Background: an optimization exercise with open tools, aiming at small area, a short achievable clock period and few clock cycles. Do not read the settings as production practice.
At most, simulation tests tie the RTL to the original design; equivalence was not proved.
The RTL of runs 1 to 6 and 8 was laid out without a check of its function.
Power and IR drop assume default switching activity.

==> design/flow/design.v <==
module Sbox5 (
    input  [3 : 0]  e,
    output [3 : 0]  a,     
    output [3 : 0]  b,
    output [3 : 0]  p
);
localparam [15:0] A00 = 16'hd899, A01 = 16'hdb69, A10 = 16'h36b5, A11 = 16'h99e8;
localparam [15:0] B00 = 16'h3f66, B01 = 16'h24cf, B10 = 16'h3664, B11 = 16'hf9e8;
localparam [15:0] P00 = 16'he7ff, P01 = 16'hffa6, P10 = 16'h00d1, P11 = 16'h6000;
assign a = {A11[e], A10[e], A01[e], A00[e]};
assign b = {B11[e], B10[e], B01[e], B00[e]};
assign p = {P11[e], P10[e], P01[e], P00[e]};
endmodule
module Round (
    input o, no, A, nA, nAB, oA, noA, oB, noB, oAB, noAB,
    output [31 : 0] h_out
);
assign h_out[ 3: 0] = {nAB,  nAB,  nAB,  nAB };
assign h_out[ 7: 4] = {oAB,  oAB,  noAB, noAB};
assign h_out[11: 8] = {noB,  noA,  oB,   oA  };
assign h_out[15:12] = {oB,   A,    noB,  A   };
assign h_out[19:16] = {no,   o,    o,    no  };
assign h_out[23:20] = {no,   1'b1, o,    1'b1};
assign h_out[27:24] = {A,    noB,  A,    oB  };
assign h_out[31:28] = {nA,   oB,   nA,   noB };
endmodule
module LenCheck (
    input  [63 : 0] len,
    output          nz,
    output          nle1
);
wire [31:0] z1;    
wire [15:0] n2;    
wire [7:0]  z3;    
wire [3:0]  n4;    
wire [1:0]  z5;    
wire z1x, n2x, z3x, n4x, z5x;    
genvar i;
generate
    for (i = 0; i < 32; i = i + 1) begin : l1
        ZNor2 g(.i0(len[2*i]), .i1(len[2*i+1]), .o(z1[i]));
    end
    for (i = 0; i < 16; i = i + 1) begin : l2
        ZNand2 g(.i0(z1[2*i]), .i1(z1[2*i+1]), .o(n2[i]));
    end
    for (i = 0; i < 8; i = i + 1) begin : l3
        ZNor2 g(.i0(n2[2*i]), .i1(n2[2*i+1]), .o(z3[i]));
    end
    for (i = 0; i < 4; i = i + 1) begin : l4
        ZNand2 g(.i0(z3[2*i]), .i1(z3[2*i+1]), .o(n4[i]));
    end
    for (i = 0; i < 2; i = i + 1) begin : l5
        ZNor2 g(.i0(n4[2*i]), .i1(n4[2*i+1]), .o(z5[i]));
    end
endgenerate
ZNand2 l6(.i0(z5[0]), .i1(z5[1]), .o(nz));
ZInv   x1(.i0(len[1]), .o(z1x));
ZNand2 x2(.i0(z1x), .i1(z1[1]), .o(n2x));
ZNor2  x3(.i0(n2x), .i1(n2[1]), .o(z3x));
ZNand2 x4(.i0(z3x), .i1(z3[1]), .o(n4x));
ZNor2  x5(.i0(n4x), .i1(n4[1]), .o(z5x));
ZNand2 x6(.i0(z5x), .i1(z5[1]), .o(nle1));
endmodule
module HashIteration (
    input  [7 : 0] M,
    output         a,
    output         b,
    output         p
);
wire [3:0] av, bv, pv;
Sbox5 sbox(
    .e ({M[5], M[3], M[0], M[6]}),
    .a (av),
    .b (bv),
    .p (pv)
);
wire x = M[7] ^ M[2];
wire y = M[4] ^ M[1];
wire [1:0] an, bn, pn;
ZMux2i a0(.s(y), .i0(av[0]), .i1(av[1]), .o(an[0]));
ZMux2i a1(.s(y), .i0(av[2]), .i1(av[3]), .o(an[1]));
ZMux2i a2(.s(x), .i0(an[0]), .i1(an[1]), .o(a));
ZMux2i b0(.s(y), .i0(bv[0]), .i1(bv[1]), .o(bn[0]));
ZMux2i b1(.s(y), .i0(bv[2]), .i1(bv[3]), .o(bn[1]));
ZMux2i b2(.s(x), .i0(bn[0]), .i1(bn[1]), .o(b));
ZMux2i p0(.s(y), .i0(pv[0]), .i1(pv[1]), .o(pn[0]));
ZMux2i p1(.s(y), .i0(pv[2]), .i1(pv[3]), .o(pn[1]));
ZMux2i p2(.s(x), .i0(pn[0]), .i1(pn[1]), .o(p));
endmodule
module ZNor2 (input i0, input i1, output o);
assign o = ~(i0 | i1);
endmodule
module ZNand2 (input i0, input i1, output o);
assign o = ~(i0 & i1);
endmodule
module ZInv (input i0, output o);
assign o = ~i0;
endmodule
module FlagZ0 (input nx, input nz, input q, output o);
assign o = nx & (nz | q);
endmodule
module FlagZ1 (input nx, input nz, input q, output o);
assign o = nx | ~(nz | q);
endmodule
module ZMux2i (input s, input i0, input i1, output o);
assign o = ~(s ? i1 : i0);
endmodule
module FlagZ0n (input nx, input nz, input q, output o);
assign o = ~(nx & (nz | q));
endmodule
module FlagZ1n (input nx, input nz, input q, output o);
assign o = ~(nx | ~(nz | q));
endmodule
module lightHashDES(
        input clk,
        input M_valid,
        input rst_n,
        input [7 : 0] M,
        input [63 : 0] input_lenght,
        output reg hash_ready,
        output [31 : 0] digest
    );
reg busy;
reg pend;
reg [7:0] low;
reg [55:0] up;
reg [5:0]  phase;
reg        req;    
reg        bor;    
reg o, no, A, nA, nAB, oA, noA, oB, noB, oAB, noAB;
wire a, b, p;
HashIteration main(
    .M(M),
    .a(a),
    .b(b),
    .p(p)
);
Round expand(
    .o(o), .no(no), .A(A), .nA(nA), .nAB(nAB), .oA(oA), .noA(noA),
    .oB(oB), .noB(noB), .oAB(oAB), .noAB(noAB),
    .h_out(digest)
);
wire [7:0] low_zero;       
genvar i;
generate
    for (i = 0; i < 8; i = i + 1) begin : bit_
        if (i == 0) begin : first
            assign low_zero[i] = 1'b1;
        end else begin : rest
            assign low_zero[i] = ~|low[i-1 : 0];
        end
    end
endgenerate
wire phase0  = phase == 6'd0;
wire bor_eff = phase0 ? req : bor;
wire start    = !busy && M_valid;
wire len_nz, len_gt1;
LenCheck len_check(
    .len(input_lenght),
    .nz(len_nz),
    .nle1(len_gt1)
);
wire at_two   = ~|up && ~|low[7:2] && low[1] && (low[0] == pend);
wire last     = busy && M_valid && at_two;
always @(posedge clk or negedge rst_n) begin
    if (!rst_n) begin
        hash_ready <= 1'b0;
        busy <= 1'b0;
    end else if (start) begin
        hash_ready <= !len_gt1;
        busy <= len_gt1;
    end else if (last) begin
        hash_ready <= 1'b1;
        busy <= 1'b0;
    end
end
always @(posedge clk) begin
    pend <= busy && M_valid;
    low <= busy ? low ^ ({8{pend}} & low_zero) : input_lenght[7:0];
    up <= busy ? {up[0] ^ bor_eff, up[55:1]} : input_lenght[63:8];
    phase <= (busy && phase != 6'd55) ? phase + 6'd1 : 6'd0;
    req <= busy && ((pend && low == 8'd0) || (req && !phase0));
    bor <= busy && bor_eff && !up[0];
end
localparam [10:0] c = 11'b10101011010;
wire [10:0] k  = start ? c : {noAB, oAB, noB, oB, noA, oA, nAB, nA, A, no, o};
wire [10:0] kt = k ^ {11{M_valid}};
wire        q  = busy || !M_valid;    
wire [10:0] f    = {p, p, b, b, a, a, p, a, a, 1'b1, 1'b1};
localparam [10:0] flip = 11'b11111100000;
wire [10:0] kn, ktn, d;
genvar j;
generate
    for (j = 0; j < 11; j = j + 1) begin : flag
        if (j < 2) begin : plain
            if (c[j]) begin : one
                FlagZ1 z(.nx(kt[j]), .nz(len_nz), .q(q), .o(d[j]));
            end else begin : zero
                FlagZ0 z(.nx(kt[j]), .nz(len_nz), .q(q), .o(d[j]));
            end
        end else begin : pick
            if (c[j]) begin : one
                FlagZ1n z0(.nx(k[j]),  .nz(len_nz), .q(q), .o(kn[j]));
                FlagZ1n z1(.nx(kt[j]), .nz(len_nz), .q(q), .o(ktn[j]));
            end else begin : zero
                FlagZ0n z0(.nx(k[j]),  .nz(len_nz), .q(q), .o(kn[j]));
                FlagZ0n z1(.nx(kt[j]), .nz(len_nz), .q(q), .o(ktn[j]));
            end
            if (flip[j]) begin : inv
                ZMux2i m(.s(f[j]), .i0(ktn[j]), .i1(kn[j]), .o(d[j]));
            end else begin : pos
                ZMux2i m(.s(f[j]), .i0(kn[j]), .i1(ktn[j]), .o(d[j]));
            end
        end
    end
endgenerate
always @(posedge clk) begin
    {noAB, oAB, noB, oB, noA, oA, nAB, nA, A, no, o} <= d;
end
endmodule
==> design/flow/flow/run.sh <==
#!/bin/bash
set -euo pipefail
bash standard.sh "ADDER_MAP_FILE=" "BUFFER_PORTS_ARGS=-buffer_cell sky130_fd_sc_hd__buf_1" \
  "SYNTH_KEEP_MODULES=Sbox5 ZNor2 ZNand2 ZInv ZMux2i FlagZ0 FlagZ1 FlagZ0n FlagZ1n" \
  "CTS_ARGS=-sink_clustering_enable -repair_clock_nets -dont_use_dummy_load" finish > flow.log 2>&1
==> design/flow/standard.sh <==
#!/bin/bash
# synth_recipe.tcl (not shown) runs the flow's synth.tcl, then flattens the netlist and writes it again
# the make line also repeats each setting of config.mk as NAME=value (left out here)
make -C /OpenROAD-flow-scripts/flow DESIGN_CONFIG=/design/flow/config.mk WORK_HOME=/design/flow/orfs CLKGATE_MAP_FILE= SYNTH_SCRIPT=/design/flow/synth_recipe.tcl "${@:-finish}"
==> design/flow/config.mk <==
export PLATFORM = sky130hd
export DESIGN_NAME = lightHashDES
export DESIGN_NICKNAME = lightHashDES
export VERILOG_FILES = /design/flow/design.v
export SDC_FILE = /design/flow/constraint.sdc
export NUM_CORES = 4
export LEC_CHECK = 0
export CAP_MARGIN = 20
export CORE_MARGIN = 2
export CORE_UTILIZATION = 40
export PLACE_DENSITY = 0.6
export SETUP_SLACK_MARGIN = 2.65
export SLEW_MARGIN = 20
==> design/flow/constraint.sdc <==
create_clock -name core_clock -period 4.5 [get_ports {clk}]
set_input_delay 0.9000 -clock core_clock [delete_from_list [all_inputs] [get_ports {clk}]]
set_output_delay 0.9000 -clock core_clock [all_outputs]
set_load 0.01 [all_outputs]
==> impl_metrics.py, run 1 <==
metrics = {
    "setup_path": {
        "r2r_slack_ps": 2700,
        "crit_arrival_ps": 2120,
        "r2r-start": "busy",
        "startpoint_type": "input pin",
        "cpMaxStageDelayCell": "mux2_4",
        "crit_start": "M[6]",
        "cpPeakStageDelay_ps": 260,
        "cp-end-kind": "flip-flop",
        "path_max_fanout": 5,
        "crit_top_cell": "mux2i_1",
        "critical_path.cell_chain": "buf_12 > nor3_4 > a21oi_2 > mux2_4 > mux2i_1 > mux2i_2 > buf_4 > mux2i_1",
        "critPathKind": "input pin to flip-flop",
        "cp.required_ps": 4740,
    },
    "global_route": {
        "antenna_found_initial": 0,
        "grt_max_degree": 47,
        "gr-total-overflow": 0,
        "grt_pass1_vias": 3227,
        "grt_first_pass_wirelength_um": 15150,
        "grt_use_total": 0.1678,
    },
    "synthesis": {
        "yosysSeqAreaShare": 0.4029,
        "synth_commonest_cells": "dfxtp_1, nor2_1, mux2_2",
        "netlist.top_cell.by_area": "dfxtp_1",
        "synth-compound-area-share": 0.1022,
        "synth_flop_cell": "dfxtp_1",
        "synth_cell_type_count": 53,
        "synth.yosys.warnings": 1,
        "syn_area_um2": 4298,
        "synthSimpleGateAreaFrac": 0.1825,
        "synth.most_common_cell": "dfxtp_1",
        "synthTopCellsByArea": "dfxtp_1, mux2_2, buf_4, nor2_1, mux2i_1",
        "synthMuxAreaShare": 0.1988,
        "synth_fa_ha_area_frac": 0,
        "ys_async_sr_fraction": 0.02326,
        "synth-seq-cells": 86,
        "synth_top_cell_area_share": 0.3913,
        "synthCells": 465,
        "postSynthAreaPerCell_um2": 9.243,
        "synth_xor_area_frac": 0.02620,
        "synth-edff-count": 0,
        "synth_top_family_by_area": "multiplexers",
    },
    "floorplan": {
        "die_x_um": 107.7,
        "initial_core_util": 0.4145,
        "ios": 108,
        "die_h_um": 107.7,
        "core-area_um2": 10370,
        "die_area_um2": 11590,
        "num_rows": 37,
    },
    "layout": {
        "seqCellArea_um2": 1744,
        "largest_register_ffs": 56,
        "finalNonFillerCells": 687,
        "diodes": 0,
        "nFillCells": 995,
        "fin_util": 0.5051,
        "multi_input_area_um2": 2402,
        "largest_register": "up",
        "drive_above_1_share": 0.2995,
        "nNetsFinal": 628,
        "postLayoutCellArea_um2": 5238,
        "syn_to_final_growth_pct": 21.86,
        "reg.largest.list": "up (56), low (8), phase (6)",
    },
    "drt": {
        "wire_per_inst_um": 14.41,
        "drc_errors": 0,
        "drt-met1-wl_um": 4418,
        "drtAntennaViolNets": 0,
        "dr_wl_met3_um": 441,
        "wl_met2_um": 4942,
        "vias": 3460,
        "routed_wl_um": 9902,
        "top_layer": "met4",
        "drtIter0Drc": 97,
        "vias_per_cell": 5.036,
        "first_pass_iters": 4,
    },
    "timing": {
        "max_freq_mhz": 530.3,
        "rsz0062_at_grt": "true",
        "finClkSkew_ps": 22.41,
        "final.setup.tns_ps": 0,
        "period_minus_slack_ps": 1886,
        "finalSetupViolCount": 0,
        "hold_viol_final": 0,
        "slew_violations": 0,
        "period_share": 0.4191,
    },
    "clock_tree": {
        "clk_pin_slew_ps": 80,
        "cts_root_buf": "clkbuf_8",
        "cts_tree": "built",
        "cts_inserted_buffers": 9,
        "clk_latency_ps": 350,
        "htree_levels": 3,
        "clock-sinks": 86,
        "clockBufferDepth": 2,
    },
    "place": {
        "dp.cells": 658,
        "placed_cell_area_um2": 4566,
        "hpwlAfterDp_um": 6578,
        "routabilityCongestion": 0.7607,
        "io_buffer_count": 105,
    },
    "power": {
        "ir_drop_mv": 0.2329,
        "finalPower_mw": 2.215,
        "pwr_density_cell_nw_per_um2": 422.9,
        "leakage_nw": 2.108,
    },
    "hold_path": {
        "hp-class": "input pin to asynchronous set/reset pin",
    },
    "run_status": {
        "status": "finished clean",
    },
    "flow_run": {
        "cap_viol_max_count": 0,
    },
}
## layout by cell type, fill, tap and decap left out, types with 9 or more instances in the layout
cell / Yosys / routed
a21oi_1: 17 / 15
buf_1: 0 / 78
buf_4: 34 / 12
clkbuf_2: 0 / 14
clkbuf_8: 0 / 9
dfxtp_1: 84 / 77
inv_1: 12 / 12
mux2_2: 55 / 55
mux2i_1: 22 / 18
nand2_1: 36 / 30
nand3_1: 10 / 9
nor2_1: 60 / 45
nor4_1: 13 / 13
o21ai_1: 9 / 9
o21ba_1: 11 / 11
## stage by stage
stage	hold WS, ps	setup slack, ps
2_1_floorplan	456.9	2433
5_1_grt	335.3	2567
3_3_place_gp	463.8	1746
4_1_cts	325.7	2618
3_5_place_dp	467.6	1684
6_report	339.8	2614
## cell families (layout without fill, tap and decap cells)
| logic type | count (synthesis) | after routing |
|---|---|---|
| flops | 86 | 86 |
| xor+xnor | 12 | 12 |
| mux | 78 | 78 |
| other cells | 1 | 2 |
| buf+inv | 62 | 145 |
| simple gates | 161 | 163 |
| compound gates | 65 | 65 |
## layer usage
| layer | up-vias | GRT usage |
|---|---|---|
| met5 | - | 0 |
| met4 | 0 | 0.04762 |
| met3 | 9 | 0.04964 |
| met2 | 85 | 0.2898 |
| met1 | 1617 | 0.2017 |
| li1 | 1749 | - |
## final timing paths
check | cells after the start | endpoint
worst max-delay path | 8 | oA
worst min register to register | 1 | up[2]
worst max register to register | 4 | busy
worst min-delay path | 1 | busy
max in group asynchronous | 1 | busy
min in group core_clock | 1 | up[2]
## power breakdown
part	leakage [nW]	switching, mW	internal, mW
Combinational	1.31	0.318	0.369
Clock	0.0647	0.240	0.179
Sequential	0.729	0.154	0.954
## worst max-delay path: cells and delay by family
family,cells,cell delay (ps)
and+or+nand+nor,1,250
muxes,4,630
buffers and inverters,2,280
AOI/OAI and AO/OA,1,50
## per-module statistics from Yosys (local to each module, per instance)
module | times used | flops+latches | area (um2) | cells inside
FlagZ1n | 10 | 0 | 10.01 | 1
ZNand2 | 24 | 0 | 3.754 | 1
FlagZ1 | 1 | 0 | 7.507 | 1
ZInv | 1 | 0 | 3.754 | 1
ZNor2 | 44 | 0 | 3.754 | 1
FlagZ0n | 8 | 0 | 5.005 | 1
Sbox5 | 1 | 0 | 290.3 | 42
lightHashDES | 1 | 86 | 3413 | 316
FlagZ0 | 1 | 0 | 7.507 | 1
ZMux2i | 18 | 0 | 10.01 | 1
## area by class of cell
class	instances	area share
sequential	86	0.3330
tap	136	0.03249
inverter	13	0.01027
multi-input combinational	320	0.4587
clock buffer	9	0.02365
timing repair buffer	123	0.1419
## timing repair
item | in CTS | in global routing
hold buffers | 0 | 0
gates cloned | 1 | 3
setup endpoints to repair | 25 | 32
resized for setup | 34 | 78
setup buffers | 6 | 10
pin swaps | 1 | 29
==> run 2, diff against run 1 <==
--- a/design/flow/config.mk
+++ b/design/flow/config.mk
@@ -10,4 +10,4 @@
 export CORE_UTILIZATION = 40
 export PLACE_DENSITY = 0.6
-export SETUP_SLACK_MARGIN = 2.65
+export SETUP_SLACK_MARGIN = 2.5
 export SLEW_MARGIN = 20
==> impl_metrics.py, run 2 <==
metrics = {
    "clock_tree": {
        "clk_latency_ps": 340,
        "cts_root_buf": "clkbuf_8",
        "cts_inserted_buffers": 9,
        "cts_hold_buf": 0,
        "clk_pin_slew_ps": 80,
        "clockBufferDepth": 2,
        "cts_tree": "built",
        "htree_levels": 3,
        "clock-sinks": 86,
    },
    "synthesis": {
        "synth_top_cell_area_share": 0.3913,
        "synth_cell_type_count": 53,
        "postSynthAreaPerCell_um2": 9.243,
        "synth_flop_cell": "dfxtp_1",
        "ys_async_sr_fraction": 0.02326,
        "netlist.top_cell.by_area": "dfxtp_1",
        "synth-edff-count": 0,
        "synth.most_common_cell": "dfxtp_1",
        "synth_commonest_cells": "dfxtp_1, nor2_1, mux2_2",
        "synth-seq-cells": 86,
        "synth.yosys.warnings": 1,
        "yosysSeqAreaShare": 0.4029,
        "syn_area_um2": 4298,
        "synthCells": 465,
        "synthTopCellsByArea": "dfxtp_1, mux2_2, buf_4, nor2_1, mux2i_1",
    },
    "floorplan": {
        "num_rows": 37,
        "core-area_um2": 10370,
        "die_area_um2": 11590,
        "initial_core_util": 0.4145,
        "die_h_um": 107.7,
        "die_x_um": 107.7,
        "ios": 108,
    },
    "drt": {
        "top_layer": "met4",
        "dr_wl_met3_um": 484,
        "first_pass_iters": 4,
        "vias_per_cell": 4.953,
        "vias": 3338,
        "drt-met1-wl_um": 4194,
        "drc_errors": 0,
        "drtIter0Drc": 101,
        "drtAntennaViolNets": 0,
        "wl_met2_um": 4601,
        "routed_wl_um": 9416,
        "wire_per_inst_um": 13.97,
    },
    "setup_path": {
        "cp.required_ps": 4730,
        "cp-end-kind": "flip-flop",
        "crit_arrival_ps": 2210,
        "cpMaxStageDelayCell": "or4_4",
        "crit_cells": 6,
        "critPathKind": "input pin to flip-flop",
        "critical_path.cell_chain": "buf_2 > buf_8 > nor4bb_4 > nand4_1 > or4_4 > o21ba_1",
        "r2r_slack_ps": 2690,
        "cpPeakStageDelay_ps": 440,
        "r2r-start": "busy",
        "ff2ff_path_depth": 4,
        "crit_end": "busy",
        "path_buf_inv": 2,
        "path_max_fanout": 3,
        "startpoint_type": "input pin",
        "crit_start": "M_valid",
        "r2r_end": "busy",
        "cpLargestDelayFamily": "simple AND/OR/NAND/NOR gates",
    },
    "timing": {
        "slew_headroom": 0.6240,
        "finalSetupViolCount": 0,
        "period_share": 0.4389,
        "finClkSkew_ps": 15.00,
        "tightest_slew_ps": 562.0,
        "rsz0062_at_grt": "true",
        "slew_violations": 0,
        "max_freq_mhz": 506.3,
        "final.setup.tns_ps": 0,
        "period_minus_slack_ps": 1975,
        "hold_viol_final": 0,
    },
    "run_status": {
        "status": "finished clean",
    },
    "power": {
        "ir_drop_mv": 0.2080,
        "leakage_nw": 1.924,
        "pwr_density_cell_nw_per_um2": 442.6,
    },
    "layout": {
        "nNetsFinal": 615,
        "multi_input_area_um2": 2273,
        "largest_register_ffs": 56,
        "largest_register": "up",
        "finalNonFillerCells": 674,
        "syn_to_final_growth_pct": 13.30,
        "final_common_cell": "buf_1",
        "diodes": 0,
        "reg.largest.list": "up (56), low (8), phase (6)",
        "postLayoutCellArea_um2": 4870,
        "final_cell_mix": "buf_1, dfxtp_1, nor2_1",
        "seqCellArea_um2": 1735,
        "drive_above_1_share": 0.1822,
        "nFillCells": 1024,
    },
    "hold_path": {
        "hp-class": "input pin to asynchronous set/reset pin",
    },
    "flow_run": {
        "cap_viol_max_count": 0,
    },
    "place": {
        "hpwlAfterDp_um": 6607,
        "io_buffer_count": 105,
        "dp.cells": 659,
        "routabilityCongestion": 0.8016,
        "placed_cell_area_um2": 4569,
    },
    "global_route": {
        "grt_use_total": 0.1678,
        "grt_first_pass_wirelength_um": 15290,
        "antenna_found_initial": 0,
        "gr-total-overflow": 0,
        "grt_pass1_vias": 3273,
        "grt_max_degree": 47,
    },
}
run 2: cell counts after synthesis:
Identical to the previous run, type by type.
run 2: power by group:
group / leakage [nW] / internal [mW] / total, mW / switching (mW)
combinational: 1.13 / 0.336 / 0.638 / 0.301
sequential: 0.729 / 0.947 / 1.10 / 0.156
clock: 0.0647 / 0.179 / 0.415 / 0.236
total: 1.92 / 1.46 / 2.16 / 0.693
run 2: worst min path at each step:
| stage | start | end | slack, ps | cells after the start |
|---|---|---|---|---|
| 2_1_floorplan | up[29] | up[28] | 460 | 1 |
| 3_3_place_gp | up[30] | up[29] | 470 | 1 |
| 3_5_place_dp | up[29] | up[28] | 470 | 1 |
| 4_1_cts | rst_n | hash_ready | 300 | 1 |
| 5_1_grt | rst_n | hash_ready | 320 | 1 |
| 6_report | rst_n | hash_ready | 320 | 1 |
run 2: kinds of logic (layout without fill, tap and decap cells):
logic type	Yosys count	count (layout)	synth area share
compound gates	65	65	0.1022
xor+xnor	12	12	0.02620
buf+inv	62	134	0.08646
flops	86	86	0.4029
mux	78	78	0.1988
other cells	1	2	0.0008725
simple gates	161	161	0.1825
run 2: what timing repair did:
action,in CTS,in global routing
resized for setup,12,18
setup endpoints to repair,12,11
pin swaps,1,2
buffers inserted,4,1
gates cloned,1,0
run 2: modules after synthesis (local to each module, per instance), excerpt:
module,cells,flops+latches,cell area [um2],times used
ZMux2i,1,0,10.01,18
ZInv,1,0,3.754,1
FlagZ0,1,0,7.507,1
ZNand2,1,0,3.754,24
ZNor2,1,0,3.754,44
Sbox5,42,0,290.3,1
FlagZ0n,1,0,5.005,8
run 2: layout make-up:
type / instances / area share
Timing Repair Buffer: 112 / 0.1053
Inverter: 13 / 0.01105
Tap cell: 136 / 0.03494
Multi-Input combinational cell: 318 / 0.4669
Sequential cell: 86 / 0.3564
Clock buffer: 9 / 0.02544
run 2: stage by stage:
step / power, mW / hold slack [ps] / utilization / setup slack (ps)
after floorplan: 1.700 / 456.9 / - / 2433
after global placement: 1.716 / 465.4 / 0.4406 / 1899
after detailed placement: 1.742 / 468.3 / 0.4406 / 1795
after CTS: 2.172 / 302.1 / 0.4627 / 2497
after global routing: 2.310 / 316.6 / 0.4696 / 2503
final: 2.155 / 319.9 / 0.4696 / 2525
run 2: worst register-to-register path, delay by kind of cell (launching register included):
kind / cells / cell delay, ps
simple gates: 3 / 850
flops: 1 / 670
compound gates: 1 / 180
run 2: routing by layer:
| metal | global-route usage | vias to the layer above |
|---|---|---|
| met1 | 0.2037 | 1526 |
| met5 | 0 | - |
| met2 | 0.2880 | 82 |
| met3 | 0.04116 | 11 |
| met4 | 0.05952 | 0 |
| li1 | - | 1719 |
==> run 3, diff against run 2 <==
--- a/design/flow/config.mk
+++ b/design/flow/config.mk
@@ -10,4 +10,4 @@
 export CORE_UTILIZATION = 40
 export PLACE_DENSITY = 0.6
-export SETUP_SLACK_MARGIN = 2.5
+export SETUP_SLACK_MARGIN = 2.3
 export SLEW_MARGIN = 20
==> impl_metrics.py, run 3 <==
metrics = {
    "synthesis": {
        "synth_flop_cell": "dfxtp_1",
        "synth-compound-area-share": 0.1022,
        "synth-edff-count": 0,
        "netlist.top_cell.by_area": "dfxtp_1",
        "synth_top_cell_area_share": 0.3913,
        "synth-seq-cells": 86,
        "ys_async_sr_fraction": 0.02326,
        "yosysSeqAreaShare": 0.4029,
        "synth_cell_type_count": 53,
        "synth.most_common_cell": "dfxtp_1",
        "synthTopCellsByArea": "dfxtp_1, mux2_2, buf_4, nor2_1, mux2i_1",
        "syn_area_um2": 4298,
        "postSynthAreaPerCell_um2": 9.243,
        "synthCells": 465,
        "synth_xor_area_frac": 0.02620,
        "synthSimpleGateAreaFrac": 0.1825,
        "synthMuxAreaShare": 0.1988,
        "synth_fa_ha_area_frac": 0,
        "synth_top_family_by_area": "multiplexers",
        "synth.yosys.warnings": 1,
        "synth_commonest_cells": "dfxtp_1, nor2_1, mux2_2",
    },
    "floorplan": {
        "num_rows": 37,
        "die_h_um": 107.7,
        "die_area_um2": 11590,
        "ios": 108,
        "core-area_um2": 10370,
        "initial_core_util": 0.4145,
        "die_x_um": 107.7,
    },
    "place": {
        "hpwlAfterDp_um": 6569,
        "routabilityCongestion": 0.7397,
        "placed_cell_area_um2": 4554,
        "io_buffer_count": 105,
    },
    "timing": {
        "slew_violations": 0,
        "hold_viol_final": 0,
        "finClkSkew_ps": 35.97,
        "rsz0062_at_grt": "false",
        "max_freq_mhz": 479.1,
        "final.setup.tns_ps": 0,
        "tightest_slew_ps": 542.9,
        "period_share": 0.4639,
        "finalSetupViolCount": 0,
        "period_minus_slack_ps": 2087,
        "timing.hold.ws_ps": 322.1,
        "slew_headroom": 0.6368,
    },
    "setup_path": {
        "r2r_slack_ps": 2570,
        "startpoint_type": "input pin",
        "critical_path.cell_chain": "buf_1 > buf_6 > nor4bb_2 > nand4_1 > or4_1 > o21ba_1",
        "cp.required_ps": 4740,
        "path_max_fanout": 3,
        "cpMaxStageDelayCell": "or4_1",
        "critPathKind": "input pin to flip-flop",
        "cp-end-kind": "flip-flop",
        "r2r_end": "busy",
        "ff2ff_path_depth": 4,
        "cpPeakStageDelay_ps": 560,
        "r2r-start": "busy",
        "crit_arrival_ps": 2320,
    },
    "layout": {
        "largest_register_ffs": 56,
        "postLayoutCellArea_um2": 4770,
        "reg.largest.list": "up (56), low (8), phase (6)",
        "largest_register": "up",
        "diodes": 0,
        "nNetsFinal": 613,
        "syn_to_final_growth_pct": 10.98,
        "final_cell_mix": "buf_1, dfxtp_1, nor2_1",
        "drive_above_1_share": 0.1586,
        "nFillCells": 1049,
        "final_common_cell": "buf_1",
    },
    "hold_path": {
        "hp-class": "input pin to asynchronous set/reset pin",
    },
    "global_route": {
        "antenna_found_initial": 0,
        "grt_use_total": 0.1624,
        "grt_max_degree": 48,
        "grt_first_pass_wirelength_um": 14770,
        "gr-total-overflow": 0,
        "grt_pass1_vias": 3212,
    },
    "clock_tree": {
        "clock-sinks": 86,
        "clk_pin_slew_ps": 80,
        "clk_latency_ps": 360,
        "clockBufferDepth": 2,
        "htree_levels": 3,
        "cts_tree": "built",
        "cts_root_buf": "clkbuf_8",
        "cts_hold_buf": 0,
        "cts_inserted_buffers": 9,
    },
    "drt": {
        "vias_per_cell": 4.961,
        "first_pass_iters": 4,
        "drtIter0Drc": 112,
        "vias": 3334,
        "wire_per_inst_um": 13.47,
        "drc_errors": 0,
        "drtAntennaViolNets": 0,
        "routed_wl_um": 9049,
    },
    "power": {
        "ir_drop_mv": 0.1915,
        "clkPwrFrac": 0.194,
        "p_int_mw": 1.454,
        "p_sw_mw": 0.6878,
        "seqPwrFrac": 0.515,
        "leakage_nw": 1.864,
        "pwr_density_cell_nw_per_um2": 449.1,
        "combPwrFrac": 0.292,
        "swShare": 0.3211,
    },
    "flow_run": {
        "cap_viol_max_count": 0,
    },
    "run_status": {
        "status": "finished clean",
    },
}
## run 3: power by group through the flow
stage,Sequential (mW),Combinational (mW),Clock [mW]
floorplan,1.08,0.622,0
global placement,1.11,0.608,0
detailed placement,1.12,0.620,0
CTS,1.10,0.628,0.430
global route,1.13,0.707,0.464
finish,1.10,0.625,0.415
## run 3: area by class of cell
type                    count  area, um2  share of cell area
multi-input cells         318       2227              0.4669
flip-flops and latches     86       1735              0.3639
repair buffers            110      462.9             0.09706
well taps                 136      170.2             0.03568
clock buffers               9      123.9             0.02597
inverters                  13      50.05             0.01049
## run 3: routing by layer
layer / GRT usage / up-vias / wire (um)
li1: - / 1712 / -
met4: 0.07234 / 0 / 223
met3: 0.04298 / 18 / 495
met5: 0 / - / 0
met1: 0.1877 / 1515 / 3868
met2: 0.2803 / 89 / 4461
## run 3: logic make-up (layout without fill, tap and decap cells)
group,count (synthesis),in the layout
buffers and inverters,62,132
AND/OR/NAND/NOR,161,161
XOR/XNOR,12,12
flip-flops,86,86
other,1,2
multiplexers,78,78
AO/OA/AOI/OAI,65,65
## run 3: Yosys stat by module (local to each module, per instance)
module / copies in the design / area [um2]
FlagZ0: 1 / 7.507
FlagZ0n: 8 / 5.005
FlagZ1: 1 / 7.507
FlagZ1n: 10 / 10.01
Sbox5: 1 / 290.3
ZInv: 1 / 3.754
ZMux2i: 18 / 10.01
ZNand2: 24 / 3.754
ZNor2: 44 / 3.754
lightHashDES: 1 / 3413
## run 3: worst max path at each step
stage / start / end / slack (ps) / cells after the start
after floorplan: M[1] / A / 2300 / 4
after global placement: M[6] / A / 1790 / 7
after detailed placement: M[6] / A / 1690 / 7
after CTS: M_valid / busy / 2310 / 6
after global routing: M_valid / busy / 2340 / 6
final: M_valid / busy / 2410 / 6
## run 3: critical path: cells and delay by family
family                 cells  cell delay, ps
AND/OR/NAND/NOR            3             960
buffers and inverters      2             270
AO/OA/AOI/OAI              1             200
## run 3: repair_timing
item,4_1_cts,5_1_grt
setup endpoints to repair,12,12
resized for setup,5,6
cloned,0,1
buffers inserted,1,2
## run 3: metrics by stage
| step | cells | power, mW | utilization | setup slack (ps) |
|---|---|---|---|---|
| final | 672 | 2.142 | 0.4599 | 2413 |
| after global routing | 672 | 2.302 | 0.4599 | 2343 |
| after floorplan | 466 | 1.697 | - | 2304 |
| after global placement | 659 | 1.719 | 0.4392 | 1786 |
| after detailed placement | 659 | 1.737 | 0.4392 | 1691 |
| after CTS | 669 | 2.158 | 0.4539 | 2309 |
==> run 4, diff against run 3 <==
--- a/design/flow/design.v
+++ b/design/flow/design.v
@@ -162,15 +162,18 @@
 );
 wire at_two   = ~|up && ~|low[7:2] && low[1] && (low[0] == pend);
-wire last     = busy && M_valid && at_two;
+wire len_le1;
+ZInv le1_inv(.i0(len_gt1), .o(len_le1));
+wire busy_xn, hr_yn, busy_d, hr_d;
+ZMux2i busy_x(.s(busy), .i0(len_gt1), .i1(!at_two), .o(busy_xn));
+ZMux2i hr_y  (.s(busy), .i0(len_le1), .i1(at_two),  .o(hr_yn));
+ZMux2i busy_m(.s(M_valid), .i0(!busy),       .i1(busy_xn), .o(busy_d));
+ZMux2i hr_m  (.s(M_valid), .i0(!hash_ready), .i1(hr_yn),   .o(hr_d));
 always @(posedge clk or negedge rst_n) begin
     if (!rst_n) begin
         hash_ready <= 1'b0;
         busy <= 1'b0;
-    end else if (start) begin
-        hash_ready <= !len_gt1;
-        busy <= len_gt1;
-    end else if (last) begin
-        hash_ready <= 1'b1;
-        busy <= 1'b0;
+    end else begin
+        hash_ready <= hr_d;
+        busy <= busy_d;
     end
 end
--- a/design/flow/config.mk
+++ b/design/flow/config.mk
@@ -10,4 +10,4 @@
 export CORE_UTILIZATION = 40
 export PLACE_DENSITY = 0.6
-export SETUP_SLACK_MARGIN = 2.3
+export SETUP_SLACK_MARGIN = 2.5
 export SLEW_MARGIN = 20
==> impl_metrics.py, run 4 <==
metrics = {
    "synthesis": {
        "synthCells": 468,
        "synth.most_common_cell": "dfxtp_1",
        "ys_async_sr_fraction": 0.02326,
        "synth_commonest_cells": "dfxtp_1, nor2_1, mux2_2",
        "synthTopCellsByArea": "dfxtp_1, mux2_2, mux2i_1, buf_4, nor2_1",
        "synth_flop_cell": "dfxtp_1",
        "syn_area_um2": 4334,
        "synth-edff-count": 0,
        "netlist.top_cell.by_area": "dfxtp_1",
        "synth.yosys.warnings": 1,
        "synth-seq-cells": 86,
        "yosysSeqAreaShare": 0.3995,
        "synth_cell_type_count": 52,
        "synth_top_cell_area_share": 0.3880,
        "postSynthAreaPerCell_um2": 9.261,
    },
    "drt": {
        "routed_wl_um": 8879,
        "drtAntennaViolNets": 0,
        "wire_per_inst_um": 13.12,
        "drc_errors": 0,
        "vias_per_cell": 4.935,
        "vias": 3341,
        "drtIter0Drc": 116,
        "first_pass_iters": 6,
    },
    "clock_tree": {
        "htree_levels": 3,
        "clock-sinks": 86,
        "clk_latency_ps": 350,
        "cts_tree": "built",
        "cts_inserted_buffers": 9,
        "clk_pin_slew_ps": 70,
        "clockBufferDepth": 2,
        "cts_root_buf": "clkbuf_8",
        "cts_hold_buf": 0,
    },
    "setup_path": {
        "cp-end-kind": "flip-flop",
        "path_max_fanout": 15,
        "cpMaxStageDelayCell": "mux2_4",
        "cpLargestDelayFamily": "multiplexers",
        "cp.required_ps": 4700,
        "cpPeakStageDelay_ps": 270,
        "critPathKind": "input pin to flip-flop",
        "crit_arrival_ps": 2180,
        "startpoint_type": "input pin",
        "critical_path.cell_chain": "clkbuf_4 > nand2b_4 > a21boi_1 > mux2_4 > mux2i_2 > mux2i_4 > mux2i_1",
        "path_buf_inv": 1,
    },
    "layout": {
        "final_common_cell": "buf_1",
        "drive_above_1_share": 0.1732,
        "largest_register": "up",
        "final_cell_mix": "buf_1, dfxtp_1, nor2_1",
        "syn_to_final_growth_pct": 11.32,
        "largest_register_ffs": 56,
        "reg.largest.list": "up (56), low (8), phase (6)",
        "nNetsFinal": 614,
        "diodes": 0,
    },
    "timing": {
        "hold_viol_final": 0,
        "period_share": 0.4399,
        "finClkSkew_ps": 21.11,
        "slew_violations": 0,
        "tightest_slew_ps": 692.9,
        "period_minus_slack_ps": 1979,
        "finalSetupViolCount": 0,
        "rsz0062_at_grt": "true",
        "final.setup.tns_ps": 0,
        "max_freq_mhz": 505.2,
        "slew_headroom": 0.5381,
    },
    "global_route": {
        "gr-total-overflow": 0,
        "grt_pass1_vias": 3196,
        "grt_max_degree": 83,
        "grt_use_total": 0.1568,
        "antenna_found_initial": 0,
        "grt_first_pass_wirelength_um": 14570,
    },
    "floorplan": {
        "die_x_um": 108.1,
        "die_h_um": 108.1,
        "num_rows": 38,
        "core-area_um2": 10700,
        "ios": 108,
        "initial_core_util": 0.4051,
        "die_area_um2": 11680,
    },
    "run_status": {
        "status": "finished clean",
    },
    "power": {
        "pwr_density_cell_nw_per_um2": 399.7,
        "ir_drop_mv": 0.2525,
        "finalPower_mw": 1.928,
        "leakage_nw": 1.923,
    },
    "place": {
        "routabilityCongestion": 0.7375,
        "io_buffer_count": 105,
        "hpwlAfterDp_um": 6531,
    },
    "hold_path": {
        "hp-class": "input pin to asynchronous set/reset pin",
    },
    "flow_run": {
        "cap_viol_max_count": 0,
    },
}
run 4: final timing paths:
kind                                    to  depth (start not counted)  slack [ps]  startpoint
worst min-delay path            hash_ready                          1         360       rst_n
worst max-delay path                    oA                          7        2520        M[6]
max in group asynchronous             busy                          1        3990       rst_n
worst max register to register  hash_ready                          6        2720      up[25]
min in group core_clock              up[3]                          1         480       up[4]
worst min register to register       up[3]                          1         480       up[4]
run 4: cell families after synthesis:
kind of cell | count (synthesis) | share of synthesized area
other | 1 | 0.0008652
multiplexers | 82 | 0.2064
AO/OA/AOI/OAI | 61 | 0.09469
buffers and inverters | 63 | 0.08863
AND/OR/NAND/NOR | 164 | 0.1859
flip-flops | 86 | 0.3995
XOR/XNOR | 11 | 0.02396
run 4: routing by layer:
metal	track usage	vias up	part of all wire
met4	0.04396	0	0.017
met2	0.2543	79	0.46
met5	0	-	0
met1	0.2035	1536	0.47
met3	0.04581	10	0.052
li1	-	1716	-
run 4: modules after synthesis (local to each module, per instance):
module / cell area, um2 / flops+latches
ZNor2: 3.754 / 0
ZNand2: 3.754 / 0
FlagZ1: 7.507 / 0
FlagZ1n: 10.01 / 0
FlagZ0n: 5.005 / 0
Sbox5: 290.3 / 0
ZMux2i: 10.01 / 0
lightHashDES: 3406 / 86
FlagZ0: 7.507 / 0
ZInv: 3.754 / 0
run 4: timing repair:
action | in CTS | in global routing
cloned | 0 | 1
resized for setup | 10 | 14
endpoints found under the setup margin | 9 | 11
buffers inserted | 0 | 1
pin swaps | 0 | 1
run 4: metrics by stage:
step	area (um2)	instances	utilization	hold slack [ps]	worst slack [ps]
final	4825	677	0.4510	356.1	2521
after global routing	4825	677	0.4510	354.5	2472
after CTS	4761	675	0.4450	352.8	2495
after detailed placement	4602	666	0.4302	469.7	1776
after global placement	4602	666	0.4302	457.9	1879
after floorplan	4364	469	-	444.5	2433
run 4: report_power, final:
| part | internal, mW | switching (mW) | leakage, nW |
|---|---|---|---|
| clock network | 0.179 | 0.231 | 0.0647 |
| registers | 0.880 | 0.109 | 0.731 |
| logic | 0.264 | 0.266 | 1.13 |
| total | 1.32 | 0.605 | 1.92 |
run 4: area by class of cell:
| type | instances | area (um2) |
|---|---|---|
| Tap cell | 140 | 175.2 |
| Timing Repair Buffer | 108 | 436.7 |
| Sequential cell | 86 | 1733 |
| Multi-Input combinational cell | 321 | 2307 |
| Fill cell | 1078 | 5873 |
| Clock buffer | 9 | 123.9 |
| Inverter | 13 | 48.80 |
==> run 5, diff against run 4 <==
--- a/design/flow/design.v
+++ b/design/flow/design.v
@@ -13,7 +13,13 @@
 endmodule
 module Round (
-    input o, no, A, nA, nAB, oA, noA, oB, noB, oAB, noAB,
+    input o, A, nAB, oA, oB, oAB,
     output [31 : 0] h_out
 );
+wire no, nA, noA, noB, noAB;
+ZInv i_no  (.i0(o),   .o(no));
+ZInv i_nA  (.i0(A),   .o(nA));
+ZInv i_noA (.i0(oA),  .o(noA));
+ZInv i_noB (.i0(oB),  .o(noB));
+ZInv i_noAB(.i0(oAB), .o(noAB));
 assign h_out[ 3: 0] = {nAB,  nAB,  nAB,  nAB };
 assign h_out[ 7: 4] = {oAB,  oAB,  noAB, noAB};
@@ -128,5 +134,5 @@
 reg        req;    
 reg        bor;    
-reg o, no, A, nA, nAB, oA, noA, oB, noB, oAB, noAB;
+reg o, A, nAB, oA, oB, oAB;
 wire a, b, p;
 HashIteration main(
@@ -137,6 +143,5 @@
 );
 Round expand(
-    .o(o), .no(no), .A(A), .nA(nA), .nAB(nAB), .oA(oA), .noA(noA),
-    .oB(oB), .noB(noB), .oAB(oAB), .noAB(noAB),
+    .o(o), .A(A), .nAB(nAB), .oA(oA), .oB(oB), .oAB(oAB),
     .h_out(digest)
 );
@@ -186,15 +191,15 @@
     bor <= busy && bor_eff && !up[0];
 end
-localparam [10:0] c = 11'b10101011010;
-wire [10:0] k  = start ? c : {noAB, oAB, noB, oB, noA, oA, nAB, nA, A, no, o};
-wire [10:0] kt = k ^ {11{M_valid}};
-wire        q  = busy || !M_valid;    
-wire [10:0] f    = {p, p, b, b, a, a, p, a, a, 1'b1, 1'b1};
-localparam [10:0] flip = 11'b11111100000;
-wire [10:0] kn, ktn, d;
+localparam [5:0] c = 6'b000100;
+wire [5:0] k  = start ? c : {oAB, oB, oA, nAB, A, o};
+wire [5:0] kt = k ^ {6{M_valid}};
+wire       q  = busy || !M_valid;    
+wire [5:0] f    = {p, b, a, p, a, 1'b1};
+localparam [5:0] flip = 6'b111000;
+wire [5:0] kn, ktn, d;
 genvar j;
 generate
-    for (j = 0; j < 11; j = j + 1) begin : flag
-        if (j < 2) begin : plain
+    for (j = 0; j < 6; j = j + 1) begin : flag
+        if (j < 1) begin : plain
             if (c[j]) begin : one
                 FlagZ1 z(.nx(kt[j]), .nz(len_nz), .q(q), .o(d[j]));
@@ -219,5 +224,5 @@
 endgenerate
 always @(posedge clk) begin
-    {noAB, oAB, noB, oB, noA, oA, nAB, nA, A, no, o} <= d;
+    {oAB, oB, oA, nAB, A, o} <= d;
 end
 endmodule
==> impl_metrics.py, run 5 <==
metrics = {
    "run_status": {
        "stop_error": "ERROR: No such module: FlagZ1",
        "status": "did not finish",
        "haltStage": "synthesis",
    },
    "synthesis": {
        "synth.yosys.warnings": 1,
    },
}
==> run 6, diff against run 5 <==
--- a/design/flow/config.mk
+++ b/design/flow/config.mk
@@ -10,4 +10,4 @@
 export CORE_UTILIZATION = 40
 export PLACE_DENSITY = 0.6
-export SETUP_SLACK_MARGIN = 2.5
+export SETUP_SLACK_MARGIN = 2.6
 export SLEW_MARGIN = 20
==> impl_metrics.py, run 6 <==
metrics = {
    "run_status": {
        "status": "did not finish",
        "stop_error": "ERROR: No such module: FlagZ1",
        "haltStage": "synthesis",
    },
    "synthesis": {
        "synth.yosys.warnings": 1,
    },
}
==> run 7, diff against run 6 <==
--- a/design/flow/design.v
+++ b/design/flow/design.v
@@ -105,7 +105,4 @@
 module FlagZ0 (input nx, input nz, input q, output o);
 assign o = nx & (nz | q);
-endmodule
-module FlagZ1 (input nx, input nz, input q, output o);
-assign o = nx | ~(nz | q);
 endmodule
 module ZMux2i (input s, input i0, input i1, output o);
@@ -169,16 +166,14 @@
 wire len_le1;
 ZInv le1_inv(.i0(len_gt1), .o(len_le1));
-wire busy_xn, hr_yn, busy_d, hr_d;
-ZMux2i busy_x(.s(busy), .i0(len_gt1), .i1(!at_two), .o(busy_xn));
-ZMux2i hr_y  (.s(busy), .i0(len_le1), .i1(at_two),  .o(hr_yn));
-ZMux2i busy_m(.s(M_valid), .i0(!busy),       .i1(busy_xn), .o(busy_d));
-ZMux2i hr_m  (.s(M_valid), .i0(!hash_ready), .i1(hr_yn),   .o(hr_d));
+wire busy_x, hr_y;
+ZMux2i busy_m(.s(busy), .i0(len_le1), .i1(at_two),  .o(busy_x));
+ZMux2i hr_m  (.s(busy), .i0(len_gt1), .i1(!at_two), .o(hr_y));
 always @(posedge clk or negedge rst_n) begin
     if (!rst_n) begin
         hash_ready <= 1'b0;
         busy <= 1'b0;
-    end else begin
-        hash_ready <= hr_d;
-        busy <= busy_d;
+    end else if (M_valid) begin
+        hash_ready <= hr_y;
+        busy <= busy_x;
     end
 end
==> design/flow/flow/run.sh (replaced) <==
#!/bin/bash
set -euo pipefail
bash standard.sh "ADDER_MAP_FILE=" "BUFFER_PORTS_ARGS=-buffer_cell sky130_fd_sc_hd__buf_1" \
  "SYNTH_KEEP_MODULES=Sbox5 ZNor2 ZNand2 ZInv ZMux2i FlagZ0 FlagZ0n FlagZ1n" \
  "CTS_ARGS=-sink_clustering_enable -repair_clock_nets -dont_use_dummy_load" finish > flow.log 2>&1
==> impl_metrics.py, run 7 <==
metrics = {
    "run_status": {
        "status": "finished clean",
    },
    "synthesis": {
        "synth_flop_cell": "dfxtp_1",
        "netlist.top_cell.by_area": "dfxtp_1",
        "ys_async_sr_fraction": 0.02469,
        "yosysSeqAreaShare": 0.4055,
        "postSynthAreaPerCell_um2": 9.208,
        "syn_area_um2": 4024,
        "synth-edff-count": 0,
        "synthMuxAreaShare": 0.2052,
        "synth_cell_type_count": 52,
        "synthTopCellsByArea": "dfxtp_1, mux2_2, buf_4, nor2_1, mux2i_1",
        "synth_top_cell_area_share": 0.3930,
        "synth_commonest_cells": "dfxtp_1, nor2_1, mux2_2",
        "synth.most_common_cell": "dfxtp_1",
        "synth-seq-cells": 81,
        "synth.yosys.warnings": 1,
        "synthSimpleGateAreaFrac": 0.1925,
        "synth_xor_area_frac": 0.02581,
        "synth_fa_ha_area_frac": 0,
        "synth_top_family_by_area": "multiplexers",
        "synth-compound-area-share": 0.07649,
        "synthCells": 437,
    },
    "setup_path": {
        "r2r-start": "up[22]",
        "cpMaxStageDelayCell": "mux2i_1",
        "crit_arrival_ps": 2130,
        "critical_path.cell_chain": "clkbuf_4 > and2b_2 > nor3_2 > a211o_1 > mux2i_1 > mux2i_1 > mux2i_1",
        "r2r_end": "busy",
        "critPathKind": "input pin to flip-flop",
        "crit_top_cell": "mux2i_1",
        "r2r_slack_ps": 2750,
        "startpoint_type": "input pin",
        "path_buf_inv": 1,
        "path_max_fanout": 13,
        "cp-end-kind": "flip-flop",
        "cp.required_ps": 4740,
        "cpLargestDelayFamily": "multiplexers",
        "ff2ff_path_depth": 7,
        "cpPeakStageDelay_ps": 260,
    },
    "power": {
        "clkPwrFrac": 0.217,
        "p_int_mw": 1.262,
        "p_sw_mw": 0.5746,
        "ir_drop_mv": 0.1854,
        "leakage_nw": 1.751,
        "pwr_density_cell_nw_per_um2": 401.6,
        "combPwrFrac": 0.263,
        "seqPwrFrac": 0.520,
        "swShare": 0.3128,
    },
    "layout": {
        "finalNonFillerCells": 642,
        "final_common_cell": "buf_1",
        "syn_to_final_growth_pct": 13.68,
        "reg.largest.list": "up (56), low (8), phase (6)",
        "fin_util": 0.4680,
        "nNetsFinal": 586,
        "final_cell_mix": "buf_1, dfxtp_1, nor2_1",
        "diodes": 0,
        "largest_register_ffs": 56,
        "drive_above_1_share": 0.2083,
        "largest_register": "up",
    },
    "place": {
        "post-place-ws_ps": 1885,
        "dp.cells": 629,
        "routabilityCongestion": 0.7643,
        "hpwlAfterDp_um": 6071,
        "io_buffer_count": 105,
    },
    "drt": {
        "drtIter0Drc": 73,
        "drc_errors": 0,
        "wire_per_inst_um": 12.71,
        "vias_per_cell": 4.860,
        "first_pass_iters": 4,
        "vias": 3120,
        "routed_wl_um": 8163,
        "drtAntennaViolNets": 0,
    },
    "clock_tree": {
        "clk_latency_ps": 340,
        "htree_levels": 3,
        "cts_root_buf": "clkbuf_8",
        "clk_pin_slew_ps": 60,
        "cts_inserted_buffers": 9,
        "cts_tree": "built",
        "clock-sinks": 81,
        "clockBufferDepth": 2,
    },
    "timing": {
        "tightest_slew_ps": 658.1,
        "finClkSkew_ps": 21.23,
        "period_share": 0.4184,
        "slew_violations": 0,
        "rsz0062_at_grt": "true",
        "slew_headroom": 0.5613,
        "fin_ws_ps": 2617,
        "hold_viol_final": 0,
        "final.setup.tns_ps": 0,
        "finalSetupViolCount": 0,
        "period_minus_slack_ps": 1883,
        "max_freq_mhz": 531.1,
    },
    "floorplan": {
        "core-area_um2": 9774,
        "die_x_um": 104.3,
        "ios": 108,
        "die_area_um2": 10880,
        "die_h_um": 104.3,
        "num_rows": 36,
        "initial_core_util": 0.4117,
    },
    "global_route": {
        "antenna_found_initial": 0,
        "grt_use_total": 0.1487,
        "grt_max_degree": 78,
        "grt_pass1_vias": 2846,
        "grt_first_pass_wirelength_um": 13030,
        "gr-total-overflow": 0,
    },
    "flow_run": {
        "cap_viol_max_count": 0,
    },
    "hold_path": {
        "hp-class": "input pin to asynchronous set/reset pin",
    },
}
[run 7: area by class of cell]
class	count	area, um2
fill	988	5200
multi-input combinational	297	2147
sequential	81	1639
timing repair buffer	109	449.2
tap	133	166.4
clock buffer	9	123.9
inverter	13	48.80
[run 7: how the worst max path moves through the flow]
stage	to	start	slack [ps]	depth (start not counted)
finish	A	M[5]	2620	7
global route	A	M[5]	2540	7
CTS	A	M[6]	2600	7
detailed placement	A	M[0]	1890	7
global placement	oA	M[0]	1980	7
floorplan	A	M[0]	2500	7
[run 7: repair_timing]
item                       CTS  global route
setup endpoints to repair   13            11
hold buffers                 0             0
pin swaps                    0             6
buffers inserted             0             3
gates resized for setup     11            28
gates cloned                 0             1
[run 7: power groups by stage]
stage | Combinational, mW | Clock [mW] | Sequential [mW]
floorplan | 0.496 | 0 | 0.935
global placement | 0.469 | 0 | 0.958
detailed placement | 0.476 | 0 | 0.963
CTS | 0.480 | 0.416 | 0.950
global route | 0.538 | 0.444 | 0.977
finish | 0.483 | 0.398 | 0.956
[run 7: modules after synthesis, one instance, submodules excluded]
| module | flops+latches | area (um2) |
|---|---|---|
| lightHashDES | 81 | 3224 |
| Sbox5 | 0 | 290.3 |
| FlagZ1n | 0 | 10.01 |
| ZMux2i | 0 | 10.01 |
| FlagZ0 | 0 | 7.507 |
| FlagZ0n | 0 | 5.005 |
| ZInv | 0 | 3.754 |
| ZNand2 | 0 | 3.754 |
| ZNor2 | 0 | 3.754 |
[run 7: per-layer routing]
metal	part of all wire	GRT usage	vias to the layer above	wire length (um)
met3	0.046	0.03759	9	375
met1	0.45	0.1815	1425	3706
met5	0	0	-	0
li1	-	-	1604	-
met2	0.49	0.2502	82	3962
met4	0.015	0.05792	0	119
[run 7: worst register-to-register path: cells and delay by family (launching register included)]
kind	cells	cell delay (ps)
AND/OR/NAND/NOR	5	1180
multiplexers	1	60
flip-flops	1	330
AO/OA/AOI/OAI	1	60
[run 7: stage by stage]
| step | power [mW] | hold WS, ps | area [um2] |
|---|---|---|---|
| after floorplan | 1.432 | 444.5 | 4050 |
| after global placement | 1.427 | 462.2 | 4283 |
| after detailed placement | 1.439 | 469.3 | 4283 |
| after CTS | 1.846 | 331.8 | 4431 |
| after global routing | 1.958 | 341.1 | 4574 |
| final | 1.837 | 345.1 | 4574 |
[run 7: cell families after synthesis]
logic type,after synthesis
XOR/XNOR,11
buffers and inverters,61
AND/OR/NAND/NOR,158
other,1
flip-flops,81
AO/OA/AOI/OAI,50
multiplexers,75
Testbench counts of run 7, summed over its fixed seeds: cycles 29,177.
==> run 8, diff against run 7 <==
--- a/design/flow/design.v
+++ b/design/flow/design.v
@@ -125,5 +125,4 @@
     );
 reg busy;
-reg pend;
 reg [7:0] low;
 reg [55:0] up;
@@ -163,5 +162,5 @@
     .nle1(len_gt1)
 );
-wire at_two   = ~|up && ~|low[7:2] && low[1] && (low[0] == pend);
+wire at_two   = ~|up && low == 8'd2;
 wire len_le1;
 ZInv le1_inv(.i0(len_gt1), .o(len_le1));
@@ -179,9 +178,8 @@
 end
 always @(posedge clk) begin
-    pend <= busy && M_valid;
-    low <= busy ? low ^ ({8{pend}} & low_zero) : input_lenght[7:0];
+    low <= busy ? low ^ ({8{M_valid}} & low_zero) : input_lenght[7:0];
     up <= busy ? {up[0] ^ bor_eff, up[55:1]} : input_lenght[63:8];
     phase <= (busy && phase != 6'd55) ? phase + 6'd1 : 6'd0;
-    req <= busy && ((pend && low == 8'd0) || (req && !phase0));
+    req <= busy && ((M_valid && low == 8'd0) || (req && !phase0));
     bor <= busy && bor_eff && !up[0];
 end
==> impl_metrics.py, run 8 <==
metrics = {
    "setup_path": {
        "critPathKind": "flip-flop to flip-flop",
        "cpPeakStageDelay_ps": 570,
        "cpMaxStageDelayCell": "or4_4",
        "critical_path.cell_chain": "or4_4 > nand4b_4 > or4_4 > mux2i_2 > mux2_4",
        "crit_arrival_ps": 2200,
        "crit_end": "hash_ready",
        "cp.required_ps": 4770,
        "cp-end-kind": "flip-flop",
        "startpoint_type": "flip-flop",
        "crit_start": "low[5]",
        "crit_top_cell": "or4_4",
        "r2r_slack_ps": 2570,
        "ff2ff_path_depth": 5,
        "r2r_end": "hash_ready",
        "path_max_fanout": 2,
        "r2r-start": "low[5]",
    },
    "drt": {
        "drtAntennaViolNets": 0,
        "drtIter0Drc": 80,
        "drc_errors": 0,
        "vias_per_cell": 4.915,
        "dr_wl_met3_um": 436,
        "first_pass_iters": 4,
        "top_layer": "met4",
        "wl_met2_um": 4290,
        "vias": 3170,
        "drt-met1-wl_um": 3930,
        "routed_wl_um": 8715,
        "wire_per_inst_um": 13.51,
    },
    "power": {
        "ir_drop_mv": 0.1888,
        "pwr_density_cell_nw_per_um2": 403.1,
        "leakage_nw": 1.754,
        "finalPower_mw": 1.861,
    },
    "synthesis": {
        "postSynthAreaPerCell_um2": 9.272,
        "synth_top_cell_area_share": 0.3881,
        "synth_cell_type_count": 54,
        "synthTopCellsByArea": "dfxtp_1, mux2_2, buf_4, nor2_1, mux2_1",
        "yosysSeqAreaShare": 0.4005,
        "synth_flop_cell": "dfxtp_1",
        "syn_area_um2": 4024,
        "synth.most_common_cell": "dfxtp_1",
        "synth_commonest_cells": "dfxtp_1, nor2_1, mux2_2",
        "netlist.top_cell.by_area": "dfxtp_1",
        "synthCells": 434,
        "ys_async_sr_fraction": 0.02500,
        "synth-seq-cells": 80,
        "synth-edff-count": 0,
        "synth.yosys.warnings": 1,
    },
    "floorplan": {
        "core-area_um2": 9774,
        "die_x_um": 104.3,
        "num_rows": 36,
        "die_area_um2": 10880,
        "ios": 108,
        "die_h_um": 104.3,
        "initial_core_util": 0.4117,
    },
    "timing": {
        "slew_headroom": 0.3942,
        "hold_viol_final": 0,
        "finalSetupViolCount": 0,
        "max_freq_mhz": 517.8,
        "period_share": 0.4292,
        "finClkSkew_ps": 18.55,
        "rsz0062_at_grt": "true",
        "tightest_slew_ps": 908.7,
        "final.setup.tns_ps": 0,
        "fin_ws_ps": 2569,
        "slew_violations": 0,
        "period_minus_slack_ps": 1931,
    },
    "layout": {
        "postLayoutCellArea_um2": 4616,
        "reg.largest.list": "up (56), low (8), phase (6)",
        "diodes": 0,
        "largest_register_ffs": 56,
        "final_cell_mix": "buf_1, dfxtp_1, nor2_1",
        "drive_above_1_share": 0.1992,
        "nNetsFinal": 589,
        "final_common_cell": "buf_1",
        "largest_register": "up",
        "syn_to_final_growth_pct": 14.71,
    },
    "global_route": {
        "grt_use_total": 0.1601,
        "grt_pass1_vias": 3101,
        "grt_first_pass_wirelength_um": 14230,
        "gr-total-overflow": 0,
        "antenna_found_initial": 1,
        "grt_max_degree": 78,
    },
    "clock_tree": {
        "clock-sinks": 80,
        "clk_latency_ps": 350,
        "cts_root_buf": "clkbuf_8",
        "clk_pin_slew_ps": 70,
        "cts_inserted_buffers": 9,
        "htree_levels": 3,
        "cts_tree": "built",
        "clockBufferDepth": 2,
        "cts_hold_buf": 0,
    },
    "flow_run": {
        "cap_viol_max_count": 0,
    },
    "run_status": {
        "status": "finished clean",
    },
    "place": {
        "hpwlAfterDp_um": 6484,
        "placed_cell_area_um2": 4299,
        "post-place-ws_ps": 1886,
        "io_buffer_count": 105,
        "routabilityCongestion": 0.8212,
    },
    "hold_path": {
        "hp-class": "input pin to asynchronous set/reset pin",
    },
}
run 8: Yosys stat by module, one instance, submodules excluded:
module | cell area, um2 | cells inside
lightHashDES | 3224 | 290
Sbox5 | 290.3 | 42
FlagZ1n | 10.01 | 1
ZMux2i | 10.01 | 1
FlagZ0 | 7.507 | 1
FlagZ0n | 5.005 | 1
ZInv | 3.754 | 1
ZNand2 | 3.754 | 1
ZNor2 | 3.754 | 1
run 8: worst max-delay path, delay by kind of cell, from the launching register on:
kind             cells  cell delay (ps)
multiplexers         2              350
flip-flops           1              330
AND/OR/NAND/NOR      3             1190
run 8: layout make-up:
| cell class | instances | area (um2) |
|---|---|---|
| fill | 986 | 5159 |
| multi-input combinational | 297 | 2146 |
| sequential | 80 | 1624 |
| timing repair buffer | 114 | 510.5 |
| tap | 133 | 166.4 |
| clock buffer | 9 | 123.9 |
| inverter | 12 | 45.04 |
run 8: per-stage QoR:
stage | std cells | hold slack (ps) | util
floorplan | 435 | 440.9 | -
detailed placement | 627 | 456.1 | 0.4398
global placement | 627 | 453.7 | 0.4398
finish | 645 | 346.6 | 0.4722
global route | 645 | 334.2 | 0.4722
CTS | 639 | 336.2 | 0.4590
run 8: metal layers:
metal / vias up / GRT usage
li1: 1637 / -
met1: 1456 / 0.1968
met2: 70 / 0.2764
met3: 7 / 0.05075
met4: 0 / 0.02896
met5: - / 0
run 8: worst min path at each step:
| stage | slack, ps | cells past startpoint | to | startpoint |
|---|---|---|---|---|
| after floorplan | 440 | 1 | up[54] | up[55] |
| after global placement | 450 | 1 | up[42] | up[43] |
| after detailed placement | 460 | 1 | up[53] | up[54] |
| after CTS | 340 | 1 | hash_ready | rst_n |
| after global routing | 330 | 1 | hash_ready | rst_n |
| final | 350 | 1 | hash_ready | rst_n |
run 8: cells by family after synthesis:
logic type / count (synthesis) / synth area share
AO/OA/AOI/OAI: 57 / 0.08551
multiplexers: 75 / 0.2055
AND/OR/NAND/NOR: 154 / 0.1984
flip-flops: 80 / 0.4005
buffers and inverters: 59 / 0.08986
XOR/XNOR: 8 / 0.01928
other: 1 / 0.0009319
run 8: what timing repair did:
item / 4_1_cts / 5_1_grt
cloned: 0 / 1
resized for setup: 18 / 26
pin swaps: 3 / 3
setup buffers: 3 / 5
setup endpoints to repair: 22 / 18
run 8: power by group:
group / leakage [nW] / internal (mW) / switching (mW)
combinational: 1.01 / 0.243 / 0.254
sequential: 0.680 / 0.850 / 0.115
clock: 0.0647 / 0.179 / 0.221

[what the ideal ports hide]
No port has a modelled driver above. Below, the same layouts with a new extraction and two added sets of constraints. Step 1 sets driving cells, clkbuf_16 on the clock port and buf_2 on the other inputs (assumed; they add their load-dependent delay and slew). Step 2 times the ports against the registers' clock, not the clock port: input delays grow and output delays shrink by t, the midpoint of the rising clock arrivals with the driver on. a / b / c = ideal ports / drivers / drivers and shift; a / b = the first two.
| run | t (ns) | slack for setup (ns) | worst hold slack (ns) | worst setup path after step 2 | pins driven straight from the clock port |
|---|---|---|---|---|---|
| run 1 | 0.376 | 2.614 / 2.526 / 2.151 | 0.340 / 0.363 / 0.481 | input to register | 1 |
| run 2 | 0.373 | 2.525 / 2.538 / 2.165 | 0.320 / 0.331 / 0.477 | input to register | 1 |
| run 3 | 0.373 | 2.413 / 2.424 / 2.051 | 0.322 / 0.332 / 0.463 | input to register | 1 |
| run 4 | 0.365 | 2.521 / 2.532 / 2.166 | 0.356 / 0.348 / 0.479 | input to register | 1 |
| run 7 | 0.363 | 2.617 / 2.628 / 2.264 | 0.345 / 0.341 / 0.479 | input to register | 1 |
| run 8 | 0.368 | 2.569 / 2.569 / 2.260 | 0.347 / 0.381 / 0.471 | input to register | 1 |
After both steps setup and hold are still met in every run listed. The setup slack of run 1, which loses most, moves by -0.088 ns with the drivers and by -0.463 ns with both steps.
